From an optimization exercise on the open Yosys and OpenROAD flow, aimed at small area; shortcuts taken in it are not production practice. For this run, only the layout was checked, not whether the RTL still works. Power is estimated from default activity; no workload was simulated.

`design/flow/design.v`:
```
module flop #(parameter width = 1) (
    input  wire               clk,
    input  wire               rst,
    input  wire [width-1 : 0] d,
    output reg  [width-1 : 0] q
);
always@(posedge clk or negedge rst) begin
    if(!rst)
        q <= 'b0;
    else
        q <= d;
end
endmodule
module address_decoder
	#(parameter c_apb_num_slaves = 1,
	  parameter [32*c_apb_num_slaves-1 : 0] memory_regions1 = 0,
	  parameter [32*c_apb_num_slaves-1 : 0] memory_regions2  = 64 
	)
	(
	input 	[31:0] 			input_address,
	output 	[c_apb_num_slaves-1:0]	slave_sel
	);
genvar i;
generate
	for(i=32;i<=c_apb_num_slaves*32;i=i+32) assign slave_sel[(i-32)/32] = (input_address >= memory_regions1[i-1:(i-32)]) & (input_address <= memory_regions2[i-1:(i-32)]) ;
endgenerate
endmodule
module read_data_mux
	#(parameter c_apb_num_slaves = 1
	)
	(
	input [c_apb_num_slaves-1:0]	m_apb_psel,
	input [31:0]			m_apb_prdata,
	input [31:0]			m_apb_prdata2,
	input [31:0]			m_apb_prdata3,
	input [31:0]			m_apb_prdata4,
	input [31:0]			m_apb_prdata5,
	input [31:0]			m_apb_prdata6,
	input [31:0]			m_apb_prdata7,
	input [31:0]			m_apb_prdata8,
	input [31:0]			m_apb_prdata9,
	input [31:0]			m_apb_prdata10,
	input [31:0]			m_apb_prdata11,
	input [31:0]			m_apb_prdata12,
	input [31:0]			m_apb_prdata13,
	input [31:0]			m_apb_prdata14,
	input [31:0]			m_apb_prdata15,
	input [31:0]			m_apb_prdata16,               
	output[31:0] 	read_data
	);
assign read_data	 = {32{(m_apb_psel == 16'h0001)}} & m_apb_prdata  |
                          {32{(m_apb_psel == 16'h0002)}} & m_apb_prdata2  |
                          {32{(m_apb_psel == 16'h0004)}} & m_apb_prdata3  |
                          {32{(m_apb_psel == 16'h0008)}} & m_apb_prdata4  |
                          {32{(m_apb_psel == 16'h0010)}} & m_apb_prdata5  |
                          {32{(m_apb_psel == 16'h0020)}} & m_apb_prdata6  |
                          {32{(m_apb_psel == 16'h0040)}} & m_apb_prdata7  |
                          {32{(m_apb_psel == 16'h0080)}} & m_apb_prdata8  |
                          {32{(m_apb_psel == 16'h0100)}} & m_apb_prdata9  |
                          {32{(m_apb_psel == 16'h0200)}} & m_apb_prdata10 |
                          {32{(m_apb_psel == 16'h0400)}} & m_apb_prdata11 |
                          {32{(m_apb_psel == 16'h0800)}} & m_apb_prdata12 |
                          {32{(m_apb_psel == 16'h1000)}} & m_apb_prdata13 |
                          {32{(m_apb_psel == 16'h2000)}} & m_apb_prdata14 |
                          {32{(m_apb_psel == 16'h4000)}} & m_apb_prdata15 |
                          {32{(m_apb_psel == 16'h8000)}} & m_apb_prdata16;
endmodule
module apb_master
	#(parameter c_apb_num_slaves = 1)
	( PCLK,PRESETn,
	  STREQ,SWRT,SSEL,SADDR,SWDATA,WSTRB,SRDATA,
	  PADDR,PPROT,PSELx,PENABLE,PWRITE,PWDATA,PSTRB,
	  PREADY,PRDATA,PSLVERR,
	  m_apb_prdata2,m_apb_prdata3,m_apb_prdata4,m_apb_prdata5,m_apb_prdata6,m_apb_prdata7,
	  m_apb_prdata8,m_apb_prdata9,m_apb_prdata10,m_apb_prdata11,m_apb_prdata12,m_apb_prdata13,
	  m_apb_prdata14,m_apb_prdata15,m_apb_prdata16,
	  Out_State
	);
input       			   PCLK;
input       			   PRESETn;
input	     			   STREQ;
input	     			   SWRT;
input[c_apb_num_slaves-1:0] 	   SSEL;
input[31:0]  			   SADDR;
input[31:0]  			   SWDATA;
input[3:0]                         WSTRB;
output[31:0] 			   SRDATA;
output[31:0] 			   PADDR;
output[2:0]  			   PPROT;
output[c_apb_num_slaves-1:0] 	   PSELx;
output	     			   PENABLE;
output       			   PWRITE;
output[31:0] 			   PWDATA;
output[3:0]  			   PSTRB;
input[c_apb_num_slaves-1:0] 	   PREADY;
input[31:0]  			   PRDATA;
input[31:0] 			   m_apb_prdata2;
input[31:0] 			   m_apb_prdata3;
input[31:0] 			   m_apb_prdata4;
input[31:0] 			   m_apb_prdata5;
input[31:0] 			   m_apb_prdata6;
input[31:0] 			   m_apb_prdata7;
input[31:0] 			   m_apb_prdata8;
input[31:0] 			   m_apb_prdata9;
input[31:0] 			   m_apb_prdata10;
input[31:0] 			   m_apb_prdata11;
input[31:0] 			   m_apb_prdata12;
input[31:0] 			   m_apb_prdata13;
input[31:0] 			   m_apb_prdata14;
input[31:0] 			   m_apb_prdata15;
input[31:0] 			   m_apb_prdata16;
input[c_apb_num_slaves-1:0]        PSLVERR;
output[1:0]  			   Out_State;
parameter Idle   = 'd 0;
parameter Setup  = 'd 1;
parameter Access = 'd 2;
reg[1:0]  state;
always @ (posedge PCLK)
begin
	if (!PRESETn)
	state <= Idle;
	else if (state == Idle)
	begin
		if (STREQ)
		  state <= Setup;
		else
		  state <= Idle;
	end
	else if (state == Setup)
		state <= Access;
	else if (state == Access)
	begin
		if ((|(PSELx & PREADY)) && STREQ)
		  state <= Setup;
		else if ((|(PSELx & PREADY)) && ~STREQ)
		  state <= Idle;
		else if (~(|(PSELx & PREADY)))
		  state <= Access;
		else
		  state <= Idle;   
	end
	else state <= Idle;
end 
assign PENABLE   = (state == Access) ? 1'b1 : 1'b0;
assign PWRITE    = SWRT;
assign PSELx     = SSEL;
assign PADDR     = SADDR;
assign PWDATA    = SWDATA;
assign SRDATA    = PRDATA;
assign Out_State = state;
assign PSTRB     = WSTRB;
endmodule
module axi_apb_bridge
	#(parameter c_apb_num_slaves = 1,
	  parameter [32*c_apb_num_slaves-1 : 0] memory_regions1 = 0,
	  parameter [32*c_apb_num_slaves-1 : 0] memory_regions2  = 64,
	  parameter timeout_val       = 1,
	  parameter APB_Protocol      = 3
	)
	(
		input                         s_axi_clk,
		input                         s_axi_aresetn,
		input [31:0]                  s_axi_awaddr,
		input                         s_axi_awvalid,
		output                        s_axi_awready,
		input  [31:0]                 s_axi_wdata,
		input                         s_axi_wvalid,
		input  [3:0]                  s_axi_wstrb,
		output                        s_axi_wready,
		output [1:0]                  s_axi_bresp,
		output                        s_axi_bvalid,
		input                         s_axi_bready,
		input  [31:0]                 s_axi_araddr,
		input                         s_axi_arvalid,
		output                        s_axi_arready,
		output [1:0]                  s_axi_rresp,
		output                        s_axi_rvalid,
		output [31:0]                 s_axi_rdata,
		input                         s_axi_rready,
		input  [2:0]                  s_axi_arprot,
		input  [2:0]                  s_axi_awprot,
		output [31:0]                 m_apb_paddr,
		output [2:0]                  m_apb_pprot,
		output [c_apb_num_slaves-1:0] m_apb_psel,
		output                        m_apb_penable,
		output                        m_apb_pwrite,
		output [31:0]                 m_apb_pwdata,
		output [3:0]                  m_apb_pstrb,
		input [c_apb_num_slaves-1:0]  m_apb_pready,
		input [31:0]                  m_apb_prdata,
		input [31:0]                  m_apb_prdata2,
		input [31:0]                  m_apb_prdata3,
		input [31:0]                  m_apb_prdata4,
		input [31:0]                  m_apb_prdata5,
		input [31:0]                  m_apb_prdata6,
		input [31:0]                  m_apb_prdata7,
		input [31:0]                  m_apb_prdata8,
		input [31:0]                  m_apb_prdata9,
		input [31:0]                  m_apb_prdata10,
		input [31:0]                  m_apb_prdata11,
		input [31:0]                  m_apb_prdata12,
		input [31:0]                  m_apb_prdata13,
		input [31:0]                  m_apb_prdata14,
		input [31:0]                  m_apb_prdata15,
		input [31:0]                  m_apb_prdata16,
		input [c_apb_num_slaves-1:0]  m_apb_pslverr
	);
localparam Idle   = 'd 0;
localparam Setup  = 'd 1;
localparam Access = 'd 2;
localparam Bridge_Idle              = 'd 0;
localparam axi_read  	            = 'd 1;
localparam axi_write                = 'd 2;
localparam axi_write_data_wait      = 'd 3;
localparam axi_write_address_wait   = 'd 4;
localparam axi_read_response_wait   = 'd 5;
wire[31:0] axi_write_data_reg;
wire[31:0] axi_write_data_nxt;
flop#(.width(32))
 axi_write_data_ff(s_axi_clk,s_axi_aresetn,axi_write_data_nxt,axi_write_data_reg);
wire       write_happened;
wire       write_happened_nxt;
flop#(.width(1))
 write_happened_ff(s_axi_clk,s_axi_aresetn,write_happened_nxt,write_happened);
wire       read_valid_reg;
wire	   read_valid_nxt;
flop#(.width(1))
 read_valid_ff(s_axi_clk,s_axi_aresetn,read_valid_nxt,read_valid_reg);
wire       write_resp_valid_reg;
wire	   write_resp_valid_nxt;
flop#(.width(1))
 write_resp_valid_ff(s_axi_clk,s_axi_aresetn,write_resp_valid_nxt,write_resp_valid_reg);
wire[31:0] read_data_reg;
wire[31:0] read_data_nxt;
flop#(.width(32))
 read_data_ff(s_axi_clk,s_axi_aresetn,read_data_nxt,read_data_reg);
wire[31:0] captured_addr;
wire[31:0] captured_addr_nxt;
flop#(.width(32))
 captured_addr_ff(s_axi_clk,s_axi_aresetn,captured_addr_nxt,captured_addr);
wire[1:0] read_resp;
wire[1:0] read_resp_nxt;
flop#(.width(2))
 read_resp_ff(s_axi_clk,s_axi_aresetn,read_resp_nxt,read_resp);
wire[1:0] write_resp;
wire[1:0] write_resp_nxt;
flop#(.width(2))
 write_resp_ff(s_axi_clk,s_axi_aresetn,write_resp_nxt,write_resp);
wire[31:0] timeout_counter;
wire[31:0] timeout_counter_nxt;
flop#(.width(32))
 timeout_counter_ff(s_axi_clk,s_axi_aresetn,timeout_counter_nxt,timeout_counter);
wire[2:0] apb_pprot_reg;
wire[2:0] apb_pprot_nxt;
flop#(.width(3))
 apb_pprot_ff(s_axi_clk,s_axi_aresetn,apb_pprot_nxt,apb_pprot_reg);
wire[3:0] wstrb_reg;
wire[3:0] wstrb_nxt;
flop#(.width(4))
 wstrb_ff(s_axi_clk,s_axi_aresetn,wstrb_nxt,wstrb_reg);
reg[2:0]  bridge_state;
wire      apb_transfer_req;
wire      write_req;
wire [2:0]  apb_pprot_unused;
wire [c_apb_num_slaves-1:0] SSEL;
wire [1:0]                  state;
wire                        SWRT;
wire [31:0]                 SWDATA;
wire [3:0]		    WSTRB;
wire [31:0]                 SRDATA;
wire [31:0]                 sel_m_apb_prdata;
wire [31:0]                 SADDR;
wire                        apb_reset;
wire                        STREQ;
wire[c_apb_num_slaves-1:0] ssel_addr_decoder;
apb_master #(.c_apb_num_slaves(c_apb_num_slaves))
		UUT (s_axi_clk, apb_reset, STREQ, SWRT, SSEL,SADDR,SWDATA,WSTRB,SRDATA, m_apb_paddr, apb_pprot_unused, m_apb_psel, m_apb_penable,
                m_apb_pwrite, m_apb_pwdata, m_apb_pstrb, m_apb_pready, m_apb_prdata, m_apb_pslverr, m_apb_prdata2, m_apb_prdata3,
                m_apb_prdata4, m_apb_prdata5, m_apb_prdata6, m_apb_prdata7, m_apb_prdata8, m_apb_prdata9, m_apb_prdata10,
                m_apb_prdata11, m_apb_prdata12, m_apb_prdata13, m_apb_prdata14, m_apb_prdata15, m_apb_prdata16, state);
address_decoder 
	   #(.c_apb_num_slaves(c_apb_num_slaves),
	     .memory_regions1(memory_regions1),
	     .memory_regions2(memory_regions2))
	   addr_decoder (captured_addr,ssel_addr_decoder);
read_data_mux 
	   #(.c_apb_num_slaves(c_apb_num_slaves))
	   read_data_mux_ (
		m_apb_psel,
		m_apb_prdata,
		m_apb_prdata2,
		m_apb_prdata3,
		m_apb_prdata4,
		m_apb_prdata5,
		m_apb_prdata6,
		m_apb_prdata7,
		m_apb_prdata8,
		m_apb_prdata9,
		m_apb_prdata10,
		m_apb_prdata11,
		m_apb_prdata12,
		m_apb_prdata13,
		m_apb_prdata14,
		m_apb_prdata15,
		m_apb_prdata16,
		sel_m_apb_prdata
	     );
wire condition1_state_Idle  = (bridge_state == Bridge_Idle) & ((write_happened && s_axi_bready)||(!write_happened));
wire condition2_state_Idle  = (bridge_state == Bridge_Idle) & (write_happened && !s_axi_bready);
wire condition3_state_Idle  = (bridge_state == Bridge_Idle) ;
wire condition11_state_Idle = condition1_state_Idle & (s_axi_arvalid) && ((state == Idle) | (state == Access));
wire condition12_state_Idle = condition1_state_Idle & (s_axi_awvalid) && (s_axi_wvalid) && (state == Idle);
wire condition13_state_Idle = condition1_state_Idle & (!(s_axi_awvalid) && (s_axi_wvalid) && (state == Idle));
wire condition14_state_Idle = condition1_state_Idle & ((s_axi_awvalid) && !(s_axi_wvalid) && (state == Idle));
wire condition1_state_axi_read  = (bridge_state == axi_read) & ((state == Access) & (|(m_apb_psel & m_apb_pready)));
wire condition2_state_axi_read  = (bridge_state == axi_read) & ((state == Access) & !(|(m_apb_psel & m_apb_pready)));
wire condition3_state_axi_read  = (bridge_state == axi_read) & (state == Setup);
wire condition4_state_axi_read  = (bridge_state == axi_read) & (state == Idle);
wire condition11_state_axi_read = condition1_state_axi_read & (s_axi_rready);
wire condition12_state_axi_read = condition1_state_axi_read & !(s_axi_rready);
wire condition22_state_axi_read = condition2_state_axi_read & (timeout_counter == 32'h00000000) ;
wire condition111_state_axi_read = condition11_state_axi_read & (s_axi_arvalid);
wire condition112_state_axi_read = condition11_state_axi_read & ((s_axi_awvalid) && (s_axi_wvalid));
wire condition113_state_axi_read = condition11_state_axi_read & ((s_axi_awvalid) && (!s_axi_wvalid));
wire condition114_state_axi_read = condition11_state_axi_read & ((!s_axi_awvalid) && (s_axi_wvalid));
wire condition1_state_axi_write = (bridge_state == axi_write) & ((state == Access) & (|(m_apb_psel & m_apb_pready)));
wire condition2_state_axi_write = (bridge_state == axi_write) & ((state == Access) & !(|(m_apb_psel & m_apb_pready)));
wire condition3_state_axi_write = (bridge_state == axi_write) & (state == Setup);
wire condition22_state_axi_write = condition2_state_axi_write & (timeout_counter == 32'h00000000) ;
wire condition1_state_axi_read_response_wait   = (bridge_state == axi_read_response_wait) & (s_axi_rready);
wire condition2_state_axi_read_response_wait   = (bridge_state == axi_read_response_wait) & (!s_axi_rready);
wire condition11_state_axi_read_response_wait  = condition1_state_axi_read_response_wait & (s_axi_arvalid);
wire condition12_state_axi_read_response_wait  = condition1_state_axi_read_response_wait & ((s_axi_awvalid) && (s_axi_wvalid));
wire condition13_state_axi_read_response_wait  = condition1_state_axi_read_response_wait & ((s_axi_awvalid) && (!s_axi_wvalid));
wire condition14_state_axi_read_response_wait  = condition1_state_axi_read_response_wait & ((!s_axi_awvalid) && (s_axi_wvalid));
wire condition1_state_axi_write_address_wait   = (bridge_state == axi_write_address_wait) & (s_axi_awvalid);
wire condition2_state_axi_write_address_wait   = (bridge_state == axi_write_address_wait) & (!s_axi_awvalid);
wire condition1_state_axi_write_data_wait  = (bridge_state == axi_write_data_wait) & (s_axi_wvalid);
wire condition2_state_axi_write_data_wait  = (bridge_state == axi_write_data_wait) & (!s_axi_wvalid);
assign apb_pprot_nxt    = (APB_Protocol == 4) ? 
			  condition11_state_Idle | condition111_state_axi_read ? s_axi_arprot : 
			  condition12_state_Idle | condition13_state_Idle | condition112_state_axi_read | condition114_state_axi_read |
			  condition1_state_axi_write_data_wait ? s_axi_awprot : apb_pprot_reg : 3'b000 ;
assign wstrb_nxt        = (APB_Protocol == 4) ? 
			  condition12_state_Idle | condition13_state_Idle | condition112_state_axi_read | condition114_state_axi_read |
			  condition1_state_axi_write_data_wait ? s_axi_wstrb : wstrb_reg : 4'b1111 ;
assign WSTRB            = wstrb_reg;
assign m_apb_pprot      = apb_pprot_reg;
assign apb_reset        = condition22_state_axi_read | condition22_state_axi_write ? 0 : s_axi_aresetn;
assign apb_transfer_req = condition11_state_Idle                  | condition12_state_Idle |
			  condition111_state_axi_read             | condition112_state_axi_read |
			  condition1_state_axi_write_address_wait | condition1_state_axi_write_data_wait |
			  condition11_state_axi_read_response_wait| condition12_state_axi_read_response_wait;
assign s_axi_arready    = condition11_state_Idle      | condition111_state_axi_read | condition11_state_axi_read_response_wait ;
assign s_axi_awready    = condition12_state_Idle      | condition14_state_Idle      | 
			  condition112_state_axi_read | condition113_state_axi_read |
			  (bridge_state == axi_write_address_wait)                  | 
			  (condition12_state_axi_read_response_wait)                | condition13_state_axi_read_response_wait ;
assign s_axi_wready     = condition12_state_Idle | condition13_state_Idle | 
			  (bridge_state == axi_write_data_wait)           |
			  (condition12_state_axi_read_response_wait)      | condition14_state_axi_read_response_wait ;	
assign write_req        = (bridge_state == axi_write) | condition2_state_Idle | ((bridge_state == Bridge_Idle) & (write_happened && s_axi_bready)) ;
assign read_valid_nxt	= ((state == Access) & |(m_apb_psel & m_apb_pready) & !write_req)| (condition2_state_axi_read_response_wait) | 
				(condition22_state_axi_read) ;
assign read_resp_nxt    = condition1_state_axi_read ? {|(m_apb_psel&m_apb_pslverr),1'b0} :
				condition22_state_axi_read ? 2'b10 :
				condition2_state_axi_read_response_wait ? read_resp : 2'b00;
assign read_data_nxt    = ((state == Access) & |(m_apb_psel & m_apb_pready) & !write_req) ? sel_m_apb_prdata :
				condition22_state_axi_read ? 32'h00000000 : 
			        (condition2_state_axi_read_response_wait) ? read_data_reg : 32'h00000000;	 		  
assign axi_write_data_nxt  = condition12_state_Idle                   | condition13_state_Idle |
				condition112_state_axi_read              | condition114_state_axi_read |
				condition1_state_axi_write_data_wait     | condition12_state_axi_read_response_wait |
				condition14_state_axi_read_response_wait  
			 	? s_axi_wdata : (bridge_state == axi_write_address_wait) | condition2_state_axi_write |condition3_state_axi_write
			        ? axi_write_data_reg : 32'h00000000;
assign write_resp_valid_nxt= condition2_state_Idle | condition1_state_axi_write | condition22_state_axi_write ;
assign write_resp_nxt 	   = condition1_state_axi_write  ? {|(m_apb_psel&m_apb_pslverr),1'b0} :
				     condition22_state_axi_write ? 2'b10 :
				     condition2_state_Idle ? write_resp  : 2'b00;
assign captured_addr_nxt   = condition11_state_Idle | condition111_state_axi_read | condition11_state_axi_read_response_wait ? s_axi_araddr :
				condition12_state_Idle | condition14_state_Idle | condition112_state_axi_read | condition113_state_axi_read |
				condition1_state_axi_write_address_wait | condition12_state_axi_read_response_wait
				| condition13_state_axi_read_response_wait ? s_axi_awaddr : condition2_state_axi_read | condition3_state_axi_read |
				(bridge_state == axi_write) | (bridge_state == axi_write_data_wait ) ? captured_addr : 32'h00000000;
assign timeout_counter_nxt = (condition2_state_axi_read | condition2_state_axi_write) & (timeout_counter > 32'h00000000) ?
				 timeout_counter-1 : condition3_state_Idle | condition1_state_axi_read | condition1_state_axi_write ?
				 timeout_val       : timeout_counter;
assign write_happened_nxt  = (!s_axi_aresetn) ? 1'b0 : (bridge_state == axi_write) ? 1'b1 : condition2_state_Idle ? write_happened : 1'b0;
assign s_axi_rdata      = read_data_reg;
assign s_axi_bresp      = write_resp;
assign s_axi_rresp      = read_resp ;
assign s_axi_bvalid     = write_resp_valid_reg;
assign s_axi_rvalid     = read_valid_reg;
assign SADDR            = captured_addr; 
assign STREQ            = apb_transfer_req;
assign SWRT             = write_req;
assign SWDATA           = axi_write_data_reg;
always@(posedge s_axi_clk or negedge s_axi_aresetn) begin
	if(!s_axi_aresetn) begin
		bridge_state	    <= Bridge_Idle;
	end
	else if(bridge_state == Bridge_Idle)begin
		if(condition1_state_Idle) begin
			if ((s_axi_arvalid) && ((state == Idle) || (state == Access))) 			 bridge_state <= axi_read;
			else if((s_axi_awvalid) &&  (s_axi_wvalid) && (state == Idle | state == Access)) bridge_state <= axi_write;
			else if(!(s_axi_awvalid) && (s_axi_wvalid) && (state == Idle | state == Access)) bridge_state <= axi_write_address_wait;
			else if((s_axi_awvalid) && !(s_axi_wvalid) && (state == Idle | state == Access)) bridge_state <= axi_write_data_wait;
			else 										 bridge_state <= Bridge_Idle;
		end
		else if(condition2_state_Idle) bridge_state <= Bridge_Idle;
		else begin
			bridge_state 	     <= Bridge_Idle;
		end
	end
	else if(bridge_state == axi_read) begin
		if (condition1_state_axi_read)begin
			if (s_axi_rready) begin
				if (s_axi_arvalid)			    bridge_state  <= axi_read;
				else if ((s_axi_awvalid) && (s_axi_wvalid)) bridge_state  <= axi_write;
				else if ((s_axi_awvalid) && (!s_axi_wvalid))bridge_state  <= axi_write_data_wait;
				else if ((!s_axi_awvalid) && (s_axi_wvalid))bridge_state  <= axi_write_address_wait;
				else 					    bridge_state  <= Bridge_Idle;
			end
			else bridge_state   <= axi_read_response_wait;
		end
		else if (condition2_state_axi_read) begin
			if(timeout_counter > 32'h00000000) bridge_state  <= axi_read;		
			else 				   bridge_state  <= axi_read_response_wait;	
		end
		else if (state == Setup) bridge_state <= axi_read;
		else if (state == Idle)  bridge_state <= Bridge_Idle;	
	end
	else if(bridge_state == axi_write) begin
		if ((state == Access) && (|(m_apb_psel & m_apb_pready))) begin
			bridge_state         <= Bridge_Idle;
		end
		else if ((state == Access) && (!(|(m_apb_psel & m_apb_pready)))) begin
			if(timeout_counter > 32'h00000000) bridge_state <= axi_write;
			else 				   bridge_state <= Bridge_Idle;
		end
		else if (state == Setup) bridge_state <= axi_write;
		else if (state == Idle)  bridge_state <= Bridge_Idle;
	end
	else if(bridge_state == axi_write_data_wait) begin
		if(s_axi_wvalid) bridge_state <= axi_write;
		else 		 bridge_state <= axi_write_data_wait;
	end
	else if(bridge_state == axi_write_address_wait) begin
		if(s_axi_awvalid) bridge_state 	   <= axi_write;
		else 		  bridge_state	   <= axi_write_address_wait;
	end
	else if(bridge_state == axi_read_response_wait) begin
		if (s_axi_rready) begin
			if (s_axi_arvalid) 			     bridge_state <= axi_read; 
			else if ((s_axi_awvalid) && (s_axi_wvalid))  bridge_state <= axi_write;	          
			else if ((s_axi_awvalid) && (!s_axi_wvalid)) bridge_state <= axi_write_data_wait;				
			else if ((!s_axi_awvalid) && (s_axi_wvalid)) bridge_state <= axi_write_address_wait;
			else 					     bridge_state <= Bridge_Idle;
		end
		else bridge_state <= axi_read_response_wait;
	end
end
assign SSEL   = ssel_addr_decoder & {c_apb_num_slaves{(((state == Access)|(state == Setup)))}};
endmodule
module axi_apb_bridge_top (
    input         s_axi_clk,
    input         s_axi_aresetn,
    input  [31:0] s_axi_awaddr,
    input         s_axi_awvalid,
    output        s_axi_awready,
    input  [31:0] s_axi_wdata,
    input         s_axi_wvalid,
    input  [3:0]  s_axi_wstrb,
    output        s_axi_wready,
    output [1:0]  s_axi_bresp,
    output        s_axi_bvalid,
    input         s_axi_bready,
    input  [31:0] s_axi_araddr,
    input         s_axi_arvalid,
    output        s_axi_arready,
    output [1:0]  s_axi_rresp,
    output        s_axi_rvalid,
    output [31:0] s_axi_rdata,
    input         s_axi_rready,
    input  [2:0]  s_axi_arprot,
    input  [2:0]  s_axi_awprot,
    output [31:0] m_apb_paddr,
    output [2:0]  m_apb_pprot,
    output [15:0] m_apb_psel,
    output        m_apb_penable,
    output        m_apb_pwrite,
    output [31:0] m_apb_pwdata,
    output [3:0]  m_apb_pstrb,
    input  [15:0] m_apb_pready,
    input  [31:0] m_apb_prdata,
    input  [31:0] m_apb_prdata2,
    input  [31:0] m_apb_prdata3,
    input  [31:0] m_apb_prdata4,
    input  [31:0] m_apb_prdata5,
    input  [31:0] m_apb_prdata6,
    input  [31:0] m_apb_prdata7,
    input  [31:0] m_apb_prdata8,
    input  [31:0] m_apb_prdata9,
    input  [31:0] m_apb_prdata10,
    input  [31:0] m_apb_prdata11,
    input  [31:0] m_apb_prdata12,
    input  [31:0] m_apb_prdata13,
    input  [31:0] m_apb_prdata14,
    input  [31:0] m_apb_prdata15,
    input  [31:0] m_apb_prdata16,
    input  [15:0] m_apb_pslverr
);
localparam [32*16-1:0] REGION_START = {
    32'hF000_0000, 32'h8000_0100, 32'h8000_0000, 32'h4001_0000,
    32'h4000_2000, 32'h4000_1000, 32'h4000_0000, 32'h2000_0000,
    32'h1000_0040, 32'h1000_0000, 32'h0002_0000, 32'h0001_0100,
    32'h0001_0000, 32'h0000_2000, 32'h0000_1000, 32'h0000_0000};
localparam [32*16-1:0] REGION_END = {
    32'hFFFF_FFFE, 32'h8000_01FF, 32'h8000_0003, 32'h4001_7FFF,
    32'h4000_2FFF, 32'h4000_1FFF, 32'h4000_0FFF, 32'h2FFF_FFFF,
    32'h1000_007F, 32'h1000_003F, 32'h0002_FFFF, 32'h0001_01FF,
    32'h0001_00FF, 32'h0000_3FFF, 32'h0000_1FFF, 32'h0000_0FFF};
axi_apb_bridge #(
    .c_apb_num_slaves(16),
    .memory_regions1(REGION_START),
    .memory_regions2(REGION_END),
    .timeout_val(16),
    .APB_Protocol(4)
) bridge (
    s_axi_clk, s_axi_aresetn,
    s_axi_awaddr, s_axi_awvalid, s_axi_awready,
    s_axi_wdata, s_axi_wvalid, s_axi_wstrb, s_axi_wready,
    s_axi_bresp, s_axi_bvalid, s_axi_bready,
    s_axi_araddr, s_axi_arvalid, s_axi_arready,
    s_axi_rresp, s_axi_rvalid, s_axi_rdata, s_axi_rready,
    s_axi_arprot, s_axi_awprot,
    m_apb_paddr, m_apb_pprot, m_apb_psel, m_apb_penable, m_apb_pwrite,
    m_apb_pwdata, m_apb_pstrb, m_apb_pready,
    m_apb_prdata, m_apb_prdata2, m_apb_prdata3, m_apb_prdata4,
    m_apb_prdata5, m_apb_prdata6, m_apb_prdata7, m_apb_prdata8,
    m_apb_prdata9, m_apb_prdata10, m_apb_prdata11, m_apb_prdata12,
    m_apb_prdata13, m_apb_prdata14, m_apb_prdata15, m_apb_prdata16,
    m_apb_pslverr
);
endmodule
```
`design/flow/run.sh`:
```
#!/bin/bash
# synth_recipe.tcl (not shown) runs the flow's synth.tcl, then flattens the netlist and writes it again
# the make line also repeats each setting of config.mk as NAME=value (left out here)
make -C /OpenROAD-flow-scripts/flow DESIGN_CONFIG=/design/flow/config.mk WORK_HOME=/design/flow/orfs CLKGATE_MAP_FILE= SYNTH_SCRIPT=/design/flow/synth_recipe.tcl finish
```
`design/flow/config.mk`:
```
export PLATFORM = sky130hd
export DESIGN_NAME = axi_apb_bridge_top
export DESIGN_NICKNAME = axi_apb_bridge_top
export VERILOG_FILES = /design/flow/design.v
export SDC_FILE = /design/flow/constraint.sdc
export NUM_CORES = 4
export LEC_CHECK = 0
export CAP_MARGIN = 20
export CORE_AREA = 10 10 280 280
export DIE_AREA = 0 0 290 290
export SLEW_MARGIN = 20
```
`design/flow/constraint.sdc`:
```
create_clock -name core_clock -period 6.0 [get_ports {s_axi_clk}]
set_input_delay 1.2000 -clock core_clock [delete_from_list [all_inputs] [get_ports {s_axi_clk}]]
set_output_delay 1.2000 -clock core_clock [all_outputs]
set_load 0.01 [all_outputs]
```
==> impl_metrics.sql <==
INSERT INTO impl_metrics (metric_group, metric, value, unit) VALUES
('critical_path', 'path_class', 'reg -> out', ''),
('floorplanning', 'initial_core_util', '14.3', '%'),
('logic_synthesis', 'ys_top_cells_by_area', 'sky130_fd_sc_hd__dfrtp_1 (35%), sky130_fd_sc_hd__a22o_1 (6.5%), sky130_fd_sc_hd__a22oi_1 (5.5%)', ''),
('power_and_ir_drop', 'power-per-cell-area', '251', 'mW/mm²'),
('clocking', 'clock_sinks', '145', ''),
('final_layout', 'nNetsFinal', '2550', ''),
('critical_path', 'critical_path.top_delay_family', 'compound AO/OA/AOI/OAI gates', ''),
('logic_synthesis', 'synth_ff_type', 'sky130_fd_sc_hd__dfrtp_1', ''),
('status', 'outcome', 'finished clean', ''),
('logic_synthesis', 'post_synth_xor_area_fraction', '0.0850', '%'),
('logic_synthesis', 'post_synth_fa_ha_maj_area_fraction', '0.705', '%'),
('sta', 'max_freq', '176', 'MHz'),
('sta', 'timing.final.setup_violations', '0', ''),
('critical_path', 'series_of_cell_instances_along_the_critical_path', 'inv_1 -> ha_1 -> nor2b_1 -> nand4_1 -> a211oi_1 -> a2111oi_1 -> a31oi_2 -> o21a_1 -> nand2b_1 -> clkdlybuf4s50_1', ''),
('route', 'detailed_route_drc_error_count', '0', ''),
('logic_synthesis', 'synth_most_common_cell', 'sky130_fd_sc_hd__dfrtp_1', ''),
('logic_synthesis', 'synth.cells.most_frequent', 'sky130_fd_sc_hd__dfrtp_1 (143), sky130_fd_sc_hd__a22o_1 (76), sky130_fd_sc_hd__a22oi_1 (76)', ''),
('grt', 'initial_antenna_violation_count', '46', ''),
('clocking', 'cts_hold_repair.buffers', '0', ''),
('final_layout', 'layout-drive-gt1-share', '7.21', '%'),
('final_layout', 'multi_input_area', '0.00634', 'mm²'),
('sta', 'tightest_slew', '1010', 'ps'),
('clocking', 'clkLatencyLatePin', '480', 'ps'),
('logic_synthesis', 'synth_largest_type_area_fraction', '34.7', '%'),
('grt', 'grt_max_degree', '66', ''),
('clocking', 'tritoncts.num_buffers', '17', ''),
('critical_path', 'max_stage_delay', '610', 'ps'),
('sta', 'period_needed', '5670', 'ps'),
('critical_path', 'start_kind', 'flip-flop', ''),
('route', 'vias_per_cell', '4.97', ''),
('logic_synthesis', 'synthArstFlopShare', '98.6', '%'),
('sta', 'fin_tns_setup', '0', 'ps'),
('route', 'firstDrtPassIters', '5', ''),
('grt', 'grt_pass1_vias', '14600', ''),
('floorplanning', 'standard_cell_row_count', '98', ''),
('logic_synthesis', 'netlist_instances', '1132', ''),
('clocking', 'post_cts_buffers', '0', ''),
('critical_path', 'largest_fanout_of_any_net_on_the_critical_path', '7', ''),
('power_and_ir_drop', 'worst_voltage_drop_across_the_vdd_grid', '0.000242', 'V'),
('final_layout', 'syn_to_final_growth', '94.8', '%'),
('logic_synthesis', 'multiplexer_share_of_the_synthesized_area', '4.33', '%'),
('logic_synthesis', 'main_combinational_cell_family_by_area_after_synthesis', 'compound AO/OA/AOI/OAI gates', ''),
('logic_synthesis', 'seq_area_frac_synth', '35.1', '%'),
('logic_synthesis', 'yosysWarningCount', '7', ''),
('floorplanning', 'floorplan.core_area', '0.0719', 'mm²'),
('clocking', 'clock-root-buffer', 'sky130_fd_sc_hd__clkbuf_16', ''),
('power_and_ir_drop', 'swShare', '41.1', '%'),
('sta', 'clock_skew_after_layout', '12.0', 'ps'),
('clocking', 'total_of_cells_resized_after_clock_tree_synthesis', '0', ''),
('grt', 'grt_pass1_wl', '129000', 'µm'),
('critical_path', 'critPathArrivalTime', '4470', 'ps'),
('power_and_ir_drop', 'share_comb_of_total_power', '48.9', '%'),
('power_and_ir_drop', 'cellLeakagePower', '7.31', 'nW'),
('logic_synthesis', 'synth.avg_cell_area', '9.10', 'µm²'),
('logic_synthesis', 'synth_compound_gate_area_share', '35.2', '%'),
('job', 'max_cap_violations', '0', ''),
('logic_synthesis', 'synth_seq_cells', '145', ''),
('sta', 'fin_ws', '330', 'ps'),
('clocking', 'cts.reportedPaths.clkPinSlew', '80', 'ps'),
('power_and_ir_drop', 'internal_power', '2.97', 'mW'),
('power_and_ir_drop', 'clock_power_share', '23.3', '%'),
('logic_synthesis', 'basic_gate_share_of_the_synthesized_area_counting_and_or_nand_and_nor_cells', '20.0', '%'),
('final_layout', 'seqCellArea', '0.00362', 'mm²'),
('placed_design', 'port_buffers', '784', ''),
('critical_path', 'critical_path.n_buffers_inverters', '2', ''),
('clocking', 'htree_num_levels', '4', ''),
('route', 'drt-wirelength-per-cell', '33.8', 'µm'),
('floorplanning', 'io_pins', '787', ''),
('route', 'starting_drc_count_in_detailed_routing', '1380', ''),
('sta', 'grt_setup_unrepaired', 'false', ''),
('route', 'vias', '14200', '');
-- registers in the layout, indices dropped and copies added, names as in the netlist, 2 cells and up --
name / count
bridge.apb_pprot_ff.q: 3
bridge.UUT.state: 2
bridge.captured_addr_ff.q: 32
bridge.axi_write_data_ff.q: 32
bridge.wstrb_ff.q: 4
bridge.bridge_state: 3
bridge.timeout_counter_ff.q: 32
bridge.read_data_ff.q: 32
-- area by class of cell --
cell class | instances | area share (%)
sequential | 145 | 18.0
multi-input combinational | 881 | 31.6
timing repair buffer | 831 | 41.0
clock buffer | 17 | 2.12
clock inverter | 15 | 0.967
inverter | 12 | 0.224
tap | 950 | 5.92
antenna | 10 | 0.125
-- final timing paths --
path,start,to,slack [ps],depth (start not counted)
setup / recovery,bridge.UUT.state[1]$_SDFF_PP0_,s_axi_awready,330,10
hold / removal,bridge.timeout_counter_ff.q[28]$_DFFE_PN0P_,bridge.timeout_counter_ff.q[28]$_DFFE_PN0P_,480,1
setup reg to reg,bridge.UUT.state[1]$_SDFF_PP0_,bridge.timeout_counter_ff.q[20]$_DFFE_PN0P_,1440,11
hold reg to reg,bridge.timeout_counter_ff.q[28]$_DFFE_PN0P_,bridge.timeout_counter_ff.q[28]$_DFFE_PN0P_,480,1
max in group asynchronous,s_axi_aresetn,bridge.timeout_counter_ff.q[3]$_DFFE_PN0P_,4110,2
min in group asynchronous,s_axi_aresetn,bridge.axi_write_data_ff.q[9]$_DFFE_PN0P_,650,1
-- cells by family after synthesis --
logic type | Yosys count
muxes | 44
other | 1
xor gates and xnor gates | 1
buffers and inverters | 107
and+or+nand+nor | 374
DFF | 145
AOI/OAI and AO/OA | 454
adders and majority gates | 6
-- per-stage QoR --
| stage | utilization [%] | total power [mW] | hold WS (ps) | cell area, µm² | cells |
|---|---|---|---|---|---|
| floorplan | - | 2.49 | 440 | 10300 | 1133 |
| global placement | 27.0 | 3.84 | 455 | 19400 | 2818 |
| detailed placement | 27.0 | 3.86 | 470 | 19400 | 2819 |
| CTS | 27.9 | 5.09 | 477 | 20000 | 2851 |
| global route | 27.9 | 5.31 | 521 | 20100 | 2857 |
| finish | 27.9 | 5.05 | 478 | 20100 | 2861 |
-- per-layer routing --
layer / GRT usage, % / vias to the layer above / wire, µm
met5: 0 / - / 183
met4: 6.33 / 28 / 2880
met3: 8.43 / 156 / 9300
met2: 38.1 / 823 / 47900
met1: 24.2 / 7047 / 36500
li1: - / 6158 / -
-- placed cells by master, fill, tap and decap left out, types with 6 or more instances in the layout --
cell | synthesis | routed
sky130_fd_sc_hd__a22oi_1 | 76 | 76
sky130_fd_sc_hd__or3_1 | 13 | 13
sky130_fd_sc_hd__nor3_2 | 2 | 10
sky130_fd_sc_hd__a211oi_1 | 26 | 26
sky130_fd_sc_hd__a31oi_1 | 12 | 12
sky130_fd_sc_hd__or4_1 | 8 | 8
sky130_fd_sc_hd__mux2i_1 | 40 | 40
sky130_fd_sc_hd__o41ai_1 | 6 | 6
sky130_fd_sc_hd__o211ai_1 | 6 | 6
sky130_fd_sc_hd__nor4_1 | 24 | 22
sky130_fd_sc_hd__a221oi_1 | 54 | 54
sky130_fd_sc_hd__inv_1 | 12 | 12
sky130_fd_sc_hd__nand2_1 | 73 | 73
sky130_fd_sc_hd__nor2b_1 | 8 | 8
sky130_fd_sc_hd__o31ai_1 | 8 | 8
sky130_fd_sc_hd__clkbuf_16 | 0 | 17
sky130_fd_sc_hd__a31o_2 | 10 | 10
sky130_fd_sc_hd__buf_4 | 3 | 44
sky130_fd_sc_hd__dfrtp_1 | 143 | 142
sky130_fd_sc_hd__diode_2 | 0 | 10
sky130_fd_sc_hd__and3_1 | 13 | 12
sky130_fd_sc_hd__a221o_1 | 54 | 54
sky130_fd_sc_hd__nor2_1 | 35 | 32
sky130_fd_sc_hd__o311ai_0 | 7 | 7
sky130_fd_sc_hd__a22o_1 | 76 | 76
sky130_fd_sc_hd__clkdlybuf4s50_1 | 0 | 783
sky130_fd_sc_hd__nand3_1 | 71 | 71
sky130_fd_sc_hd__and2_1 | 38 | 38
sky130_fd_sc_hd__nand2b_1 | 7 | 6
sky130_fd_sc_hd__or2_2 | 8 | 8
sky130_fd_sc_hd__o21ai_0 | 60 | 60
sky130_fd_sc_hd__a21oi_1 | 19 | 18
sky130_fd_sc_hd__nor3_1 | 32 | 23
sky130_fd_sc_hd__a222oi_1 | 13 | 13
sky130_fd_sc_hd__nand4_1 | 19 | 19
-- power by group through the flow --
stage	registers, mW	logic [mW]	clock network [mW]
detailed placement	1.41	2.45	0
CTS	1.40	2.46	1.22
global route	1.43	2.63	1.25
global placement	1.41	2.43	0
floorplan	1.40	1.09	0
finish	1.41	2.46	1.18

[static timing again, ports no longer ideal]
How much do the figures lean on ideal ports? The routed layout below was timed once more, with nothing changed but the port constraints. Step 1 assumes that a clkbuf_16 drives the clock port and a buf_2 every other input. Step 2, shift: input delay + t, output delay - t, t = (earliest + latest rising clock arrival at the registers) / 2. This alone moves slack from input paths to output paths. Three values: ideal, step 1, step 2; two values: the first two.
t (ns): 0.533
setup slack, ns: 0.330 / 0.274 / 0.732
latest minus earliest clock arrival (ns): 0.013 / 0.014
pins driven straight from the clock port: 1
After both steps this run still meets setup and hold. For this run, drivers alone change the setup slack by -0.056 ns; drivers and shift together by +0.402 ns.
